Context: an optimization exercise on an open-source flow, tuned for small area. The choices shown serve that exercise and are no tape-out recipe.
Where RTL was checked, it was by simulation tests only, not by an equivalence proof against the original.
Power is estimated from default activity; no workload was simulated.

## west
==> flow/design.v (excerpt) <==
module float_multiply (clk, reset, IN1, IN2, OUT);
input clk, reset;
input [31:0] IN1, IN2;
output [31:0] OUT;
reg [31:0] X1;
reg [31:0] X2;
reg [2:0]  stage;
reg [28:0] acc;     
reg [0:0]  cf;      
wire changed;
neq64 u_cmp (.a({IN2, IN1}), .b({X2, X1}), .y(changed));
wire st0 = (stage == 3'd0);
wire st7 = (stage == 3'd7);
wire [22:0] fa_m;
ao22x23 u_fam (.a(IN1[22:0]), .sa(st0), .b(X1[22:0]), .sb(~st0), .y(fa_m));
reg [4:0] win;
always @(*) begin
    case (stage)
        3'd0: win = {IN2[1:0], 3'b000};
        3'd1: win = X2[5:1];
        3'd2: win = X2[9:5];
        3'd3: win = X2[13:9];
        3'd4: win = X2[17:13];
        3'd5: win = X2[21:17];
        default: win = {3'b001, X2[22:21]};
    endcase
end
wire one0 = win[0] ^ win[1];
wire two0 = (win[2] & ~win[1] & ~win[0]) | (~win[2] & win[1] & win[0]);
wire neg0 = win[2] & ~(win[1] & win[0]);
wire one1 = win[2] ^ win[3];
wire two1 = (win[4] & ~win[3] & ~win[2]) | (~win[4] & win[3] & win[2]);
wire neg1 = win[4] & ~(win[3] & win[2]);
wire [23:0] m0 = {1'b1, X1[22:0]};
wire [23:0] m1 = {1'b1, fa_m};
wire [24:0] pp0, pp1;
brow u_row0 (.one(one0), .two(two0), .neg(neg0), .m(X1[22:0]), .pp(pp0));
brow u_row1 (.one(one1), .two(two1), .neg(neg1), .m(fa_m), .pp(pp1));
wire [24:0] A = acc[28:4];
wire [0:0] cfg = cf;
wire nA24 = ~A[24];
wire nneg0 = ~neg0;
wire nneg1 = ~neg1;
wire npp1_24 = ~pp1[24];
wire fs0;
wire fc0;
wire fs1;
wire fc1;
wire fs2;
wire fc2;
wire fs3;
wire fc3;
wire fs4;
wire fc4;
wire fs5;
wire fc5;
wire fs6;
wire fc6;
wire fs7;
wire fc7;
wire fs8;
wire fc8;
wire fs9;
wire fc9;
wire fs10;
wire fc10;
wire fs11;
wire fc11;
wire fs12;
wire fc12;
wire fs13;
wire fc13;
wire fs14;
wire fc14;
wire fs15;
wire fc15;
wire fs16;
wire fc16;
wire fs17;
wire fc17;
wire fs18;
wire fc18;
wire fs19;
wire fc19;
wire fs20;
wire fc20;
wire fs21;
wire fc21;
wire fs22;
wire fc22;
wire fs23;
wire fc23;
wire fs24;
wire fc24;
wire fs25;
wire fc25;
wire fs26;
wire fc26;
wire fs27;
wire fc27;
wire hs0;
wire hc0;
wire fs28;
wire fc28;
wire fs29;
wire fc29;
wire hs1;
wire hc1;
wire fs30;
wire fc30;
wire fs31;
wire fc31;
wire hs2;
wire hc2;
  ...
Size in the first run: ~630 cells after synthesis, roughly 97 flip-flops, ~98 I/O pins.
==> flow/config.mk <==
export PLATFORM = sky130hd
export DESIGN_NAME = float_multiply
export DESIGN_NICKNAME = float_multiply
export VERILOG_FILES = /design/flow/design.v
export SDC_FILE = /design/flow/constraint.sdc
export NUM_CORES = 4
export LEC_CHECK = 0
export CAP_MARGIN = 20
export CORE_MARGIN = 2
export CORE_UTILIZATION = 50
export CTS_BUF_LIST = sky130_fd_sc_hd__clkbuf_8
export SLEW_MARGIN = 20
export SYNTH_HIERARCHICAL = 1
==> flow/constraint.sdc <==
create_clock -name core_clock -period 10.0 [get_ports {clk}]
set_input_delay 2.0000 -clock core_clock [delete_from_list [all_inputs] [get_ports {clk}]]
set_output_delay 2.0000 -clock core_clock [all_outputs]
set_load 0.01 [all_outputs]
standard.sh (not shown) runs the stock make flow with config.mk's settings and CLKGATE_MAP_FILE= SYNTH_SCRIPT=/design/flow/synth_recipe.tcl, a recipe that flattens the netlist after the stock synthesis.
==> flow/flow/run.sh <==
#!/bin/bash
# Standard layout, with the port buffers made from the smallest buffer cell
# and no dummy loads added to the clock tree.
set -euo pipefail
bash standard.sh \
  BUFFER_PORTS_ARGS="-buffer_cell sky130_fd_sc_hd__buf_1" \
  CTS_ARGS="-sink_clustering_enable -repair_clock_nets -buf_list sky130_fd_sc_hd__clkbuf_8 -dont_use_dummy_load" \
  finish > flow.log 2>&1
--- input diff west..north ---
--- a/flow/design.v
+++ b/flow/design.v
@@ -30,17 +30,12 @@
 module ao22x23 (a, sa, b, sb, y);
 input [22:0] a, b;
 input sa, sb;
 output [22:0] y;
 assign y = (a & {23{sa}}) | (b & {23{sb}});
 endmodule
-module ao22s (a, sa, b, sb, y);
-input a, sa, b, sb;
-output y;
-assign y = (a & sa) | (b & sb);
-endmodule
 module float_multiply (clk, reset, IN1, IN2, OUT);
 input clk, reset;
 input [31:0] IN1, IN2;
 output [31:0] OUT;
 reg [31:0] X1;
 reg [31:0] X2;
@@ -73,14 +68,14 @@
 wire neg1 = win[4] & ~(win[3] & win[2]);
 wire [23:0] m0 = {1'b1, X1[22:0]};
 wire [23:0] m1 = {1'b1, fa_m};
 wire [24:0] pp0, pp1;
 brow u_row0 (.one(one0), .two(two0), .neg(neg0), .m(X1[22:0]), .pp(pp0));
 brow u_row1 (.one(one1), .two(two1), .neg(neg1), .m(fa_m), .pp(pp1));
-wire [24:0] A = acc[28:4];
-wire [0:0] cfg = cf;
+wire [24:0] A = acc[28:4] & {25{~st0}};
+wire [0:0] cfg = cf & {1{~st0}};
 wire nA24 = ~A[24];
 wire nneg0 = ~neg0;
 wire nneg1 = ~neg1;
 wire npp1_24 = ~pp1[24];
 wire fs0;
 wire fc0;
@@ -278,40 +273,26 @@
     fs7,
     fs5,
     fs3,
     fs1,
     fs0};
 wire [0:0] cf_n = {hc3};
-wire [40:0] xin = {IN2, IN1[31:23]};
-wire [40:0] xold = {X2, X1[31:23]};
-wire [29:0] anew = {cf_n, sum};
-wire [29:0] aold = {cf, acc};
-wire nst0 = ~st0;
-wire restart = reset || (st7 && changed);
-wire a_new = ~st7 & ~reset;       
-wire a_keep = st7 & ~restart;     
-wire [40:0] xd;
-wire [29:0] ad;
-genvar gi;
-generate
-    for (gi = 0; gi < 41; gi = gi + 1) begin : g_xd
-        ao22s u_xd (.a(xin[gi]), .sa(st0), .b(xold[gi]), .sb(nst0), .y(xd[gi]));
-    end
-    for (gi = 0; gi < 30; gi = gi + 1) begin : g_ad
-        ao22s u_ad (.a(anew[gi]), .sa(a_new), .b(aold[gi]), .sb(a_keep), .y(ad[gi]));
-    end
-endgenerate
 always @(posedge clk) begin
-    if (restart)
+    if (reset || (st7 && changed))
         stage <= 3'd0;
     else if (!st7)
         stage <= stage + 3'd1;
-    X1 <= {xd[8:0], fa_m};
-    X2 <= xd[40:9];
-    acc <= ad[28:0];
-    cf <= ad[29:29];
+    X1 <= {X1[31:23], fa_m};
+    if (st0) begin
+        X1[31:23] <= IN1[31:23];
+        X2 <= IN2;
+    end
+    if (!st7) begin
+        acc <= sum;
+        cf <= cf_n;
+    end
 end
 wire tc_in18 = 1'b0;
 wire tc_out18 = (acc[18] & cf[0]) | ((acc[18] | cf[0]) & tc_in18);
 wire p47 = acc[25] ^ (tc_out18 & (&acc[24:19]));
 wire np47 = ~p47;
 wire [25:0] u;
### Flow results
Having completed the whole flow, north delivered a layout that passed the timing, DRC and antenna checks.
Going from west to north, final-layout clock-cell area share ~0 delta; share of cell area taken by multi-input logic gates -7.8 points; combinational power -18%.
A cell type of the slowest stage on the worst timing path of sky130_fd_sc_hd__or3_1 is what north shows, while sky130_fd_sc_hd__dfxtp_1 belongs to west.
When north is set beside west, its internal power of the cells turns out to be about 3% smaller.
Comparing west against north, there is no change at all in count of antenna-violating nets left after detailed routing.
west → north: vias per cell down 4.0%; synthesized cell count shrank by 47; routed wire length now smaller; clock latency at the later pin of the worst-skew pair neither gained nor lost much.
north has clock skew above what west had.
Design area: north > west

---

== green ==
float_multiply, a different RTL version from the one above (not shown whole).
Size in the first run: ~97 flip-flops.
clock: 10.0 ns
lec_check: 0
cap_margin: 20
core_margin: 2
core_utilization: 50
cts_buf_list: sky130_fd_sc_hd__clkbuf_8
slew_margin: 20
synth_hierarchical: 1
Scripts as last shown in full above: flow/flow/run.sh
green has completed all stages; timing, DRC and antenna checks passed.
diff inputs: green => blue
--- a/flow/design.v
+++ b/flow/design.v
@@ -21,32 +21,44 @@
 assign y = (a == 31'd0);
 endmodule
 module brow (one, two, neg, m, pp);
 input one, two, neg;
 input [22:0] m;
 output [24:0] pp;
 wire [25:0] e = {neg, {{1'b1, m} ^ {24{neg}}}, neg};
 assign pp = ({25{one}} & e[25:1]) | ({25{two}} & e[24:0]);
 endmodule
+module ao22x23 (a, sa, b, sb, y);
+input [22:0] a, b;
+input sa, sb;
+output [22:0] y;
+assign y = (a & {23{sa}}) | (b & {23{sb}});
+endmodule
+module ao22s (a, sa, b, sb, y);
+input a, sa, b, sb;
+output y;
+assign y = (a & sa) | (b & sb);
+endmodule
 module float_multiply (clk, reset, IN1, IN2, OUT);
 input clk, reset;
 input [31:0] IN1, IN2;
 output [31:0] OUT;
 reg [31:0] X1;
 reg [31:0] X2;
 reg [2:0]  stage;
 reg [28:0] acc;     
 reg [0:0]  cf;      
 wire changed;
 neq64 u_cmp (.a({IN2, IN1}), .b({X2, X1}), .y(changed));
 wire st0 = (stage == 3'd0);
 wire st7 = (stage == 3'd7);
-wire [22:0] fa_m = (IN1[22:0] & {23{st0}}) | (X1[22:0] & {23{~st0}});
+wire [22:0] fa_m;
+ao22x23 u_fam (.a(IN1[22:0]), .sa(st0), .b(X1[22:0]), .sb(~st0), .y(fa_m));
 reg [4:0] win;
 always @(*) begin
     case (stage)
         3'd0: win = {IN2[1:0], 3'b000};
         3'd1: win = X2[5:1];
         3'd2: win = X2[9:5];
         3'd3: win = X2[13:9];
         3'd4: win = X2[17:13];
         3'd5: win = X2[21:17];
@@ -263,32 +275,44 @@
     fs13,
     fs11,
     fs9,
     fs7,
     fs5,
     fs3,
     fs1,
     fs0};
 wire [0:0] cf_n = {hc3};
+wire [40:0] xin = {IN2, IN1[31:23]};
+wire [40:0] xold = {X2, X1[31:23]};
+wire [29:0] anew = {cf_n, sum};
+wire [29:0] aold = {cf, acc};
+wire nst0 = ~st0;
+wire nst7 = ~st7;
+wire [40:0] xd;
+wire [29:0] ad;
+genvar gi;
+generate
+    for (gi = 0; gi < 41; gi = gi + 1) begin : g_xd
+        ao22s u_xd (.a(xin[gi]), .sa(st0), .b(xold[gi]), .sb(nst0), .y(xd[gi]));
+    end
+    for (gi = 0; gi < 30; gi = gi + 1) begin : g_ad
+        ao22s u_ad (.a(anew[gi]), .sa(nst7), .b(aold[gi]), .sb(st7), .y(ad[gi]));
+    end
+endgenerate
 always @(posedge clk) begin
     if (reset || (st7 && changed))
         stage <= 3'd0;
     else if (!st7)
         stage <= stage + 3'd1;
-    X1 <= {X1[31:23], fa_m};
-    if (st0) begin
-        X1[31:23] <= IN1[31:23];
-        X2 <= IN2;
-    end
-    if (!st7) begin
-        acc <= sum;
-        cf <= cf_n;
-    end
+    X1 <= {xd[8:0], fa_m};
+    X2 <= xd[40:9];
+    acc <= ad[28:0];
+    cf <= ad[29:29];
 end
 wire tc_in18 = 1'b0;
 wire tc_out18 = (acc[18] & cf[0]) | ((acc[18] | cf[0]) & tc_in18);
 wire p47 = acc[25] ^ (tc_out18 & (&acc[24:19]));
 wire np47 = ~p47;
 wire [25:0] u;
 wire [26:0] uc;
 assign u[0] = 1'b0;   
 assign uc[1] = acc[0] & np47;
@@ -312,19 +336,21 @@
 ha u_t16 (.a(acc[16]), .b(uc[16]), .s(u[16]), .co(uc[17]));
 ha u_t17 (.a(acc[17]), .b(uc[17]), .s(u[17]), .co(uc[18]));
 fa u_t18 (.a(acc[18]), .b(cf[0]), .c(uc[18]), .s(u[18]), .co(uc[19]));
 ha u_t19 (.a(acc[19]), .b(uc[19]), .s(u[19]), .co(uc[20]));
 ha u_t20 (.a(acc[20]), .b(uc[20]), .s(u[20]), .co(uc[21]));
 ha u_t21 (.a(acc[21]), .b(uc[21]), .s(u[21]), .co(uc[22]));
 ha u_t22 (.a(acc[22]), .b(uc[22]), .s(u[22]), .co(uc[23]));
 ha u_t23 (.a(acc[23]), .b(uc[23]), .s(u[23]), .co(uc[24]));
 assign u[24] = acc[24] ^ uc[24];
-wire [22:0] frac = p47 ? u[24:2] : u[23:1];
+wire g = st7 & ~zero;
+wire [22:0] frac_g;
+ao22x23 u_frac (.a(u[24:2]), .sa(g & p47), .b(u[23:1]), .sb(g & ~p47), .y(frac_g));
 wire [7:0] ex = X1[30:23];
 wire [7:0] ey = X2[30:23];
 wire [7:0] es;
 wire [8:0] ec;
 assign ec[0] = p47;
 fa u_e0 (.a(ex[0]), .b(ey[0]), .c(ec[0]), .s(es[0]), .co(ec[1]));
 fa u_e1 (.a(ex[1]), .b(ey[1]), .c(ec[1]), .s(es[1]), .co(ec[2]));
 fa u_e2 (.a(ex[2]), .b(ey[2]), .c(ec[2]), .s(es[2]), .co(ec[3]));
 fa u_e3 (.a(ex[3]), .b(ey[3]), .c(ec[3]), .s(es[3]), .co(ec[4]));
@@ -344,11 +370,11 @@
 ha u_ei4 (.a(es[4]), .b(eic[4]), .s(ei[4]), .co(eic[5]));
 ha u_ei5 (.a(es[5]), .b(eic[5]), .s(ei[5]), .co(eic[6]));
 ha u_ei6 (.a(es[6]), .b(eic[6]), .s(ei[6]), .co(eic[7]));
 assign ei[7] = es[7] ^ eic[7];
 wire [7:0] expo = {~ei[7], ei[6:0]};
 wire za, zb;
 isz31 u_za (.a(X1[30:0]), .y(za));
 isz31 u_zb (.a(X2[30:0]), .y(zb));
 wire zero = za | zb;
-assign OUT = (st7 && !zero) ? {X1[31] ^ X2[31], expo, frac} : 32'd0;
+assign OUT = {g & (X1[31] ^ X2[31]), expo & {8{g}}, frac_g};
 endmodule
Notes after the runs:
Worst IR drop on VDD in blue vs green: up about 20%
Going from green to blue, highest cell delay on the worst timing path moved down, cell-internal power now sits higher.
green → blue: number of buffers inserted to repair setup after CTS shows no meaningful change, horizontal extent of the die has decreased, total power saw an increase, setup slack saw a decrease.
On blue: power share of the combinational group is 7.9 points higher than what green gave.
Lower first-iteration detailed-routing DRC count goes to green over blue.
blue improves on green in relative max-transition margin.
| global-route wire length before repair | lower: green |
Clock latency of the later-clocked register in the worst-skew pair: blue vs green — no meaningful difference
Summary — total routed wirelength, blue relative to green: higher, by 4.9%.
No run of this note included a check of the RTL's function; only the layout flow was run.

## separate check: timing with driven ports
How much do the figures lean on ideal ports? The routed layouts below were timed once more, with nothing changed but the port constraints.
Step 1: set_driving_cell puts a clkbuf_16 on clk and a buf_2 on each other input, an assumption about the parent block.
Step 2, shift: input delay + t, output delay - t, t = (earliest + latest rising clock arrival at the registers) / 2. This alone moves slack from input paths to output paths.
Slacks: no drivers / after step 1 / after step 2; pairs: no drivers / after step 1.
run	t, ns	setup slack, ns	worst setup path at the end	clock arrival spread, ns
west	0.406	0.441 / 0.441 / 0.253	input to register	0.013 / 0.014
north	0.402	0.558 / 0.558 / 0.325	input to register	0.031 / 0.031
green	0.412	0.637 / 0.653 / 0.241	input to register	0.016 / 0.016
blue	0.404	0.549 / 0.549 / 0.226	input to register	0.024 / 0.025
After both steps every run listed still meets setup and hold. The setup slack of green, which loses most, moves by +0.016 ns with the drivers and by -0.396 ns with both steps.
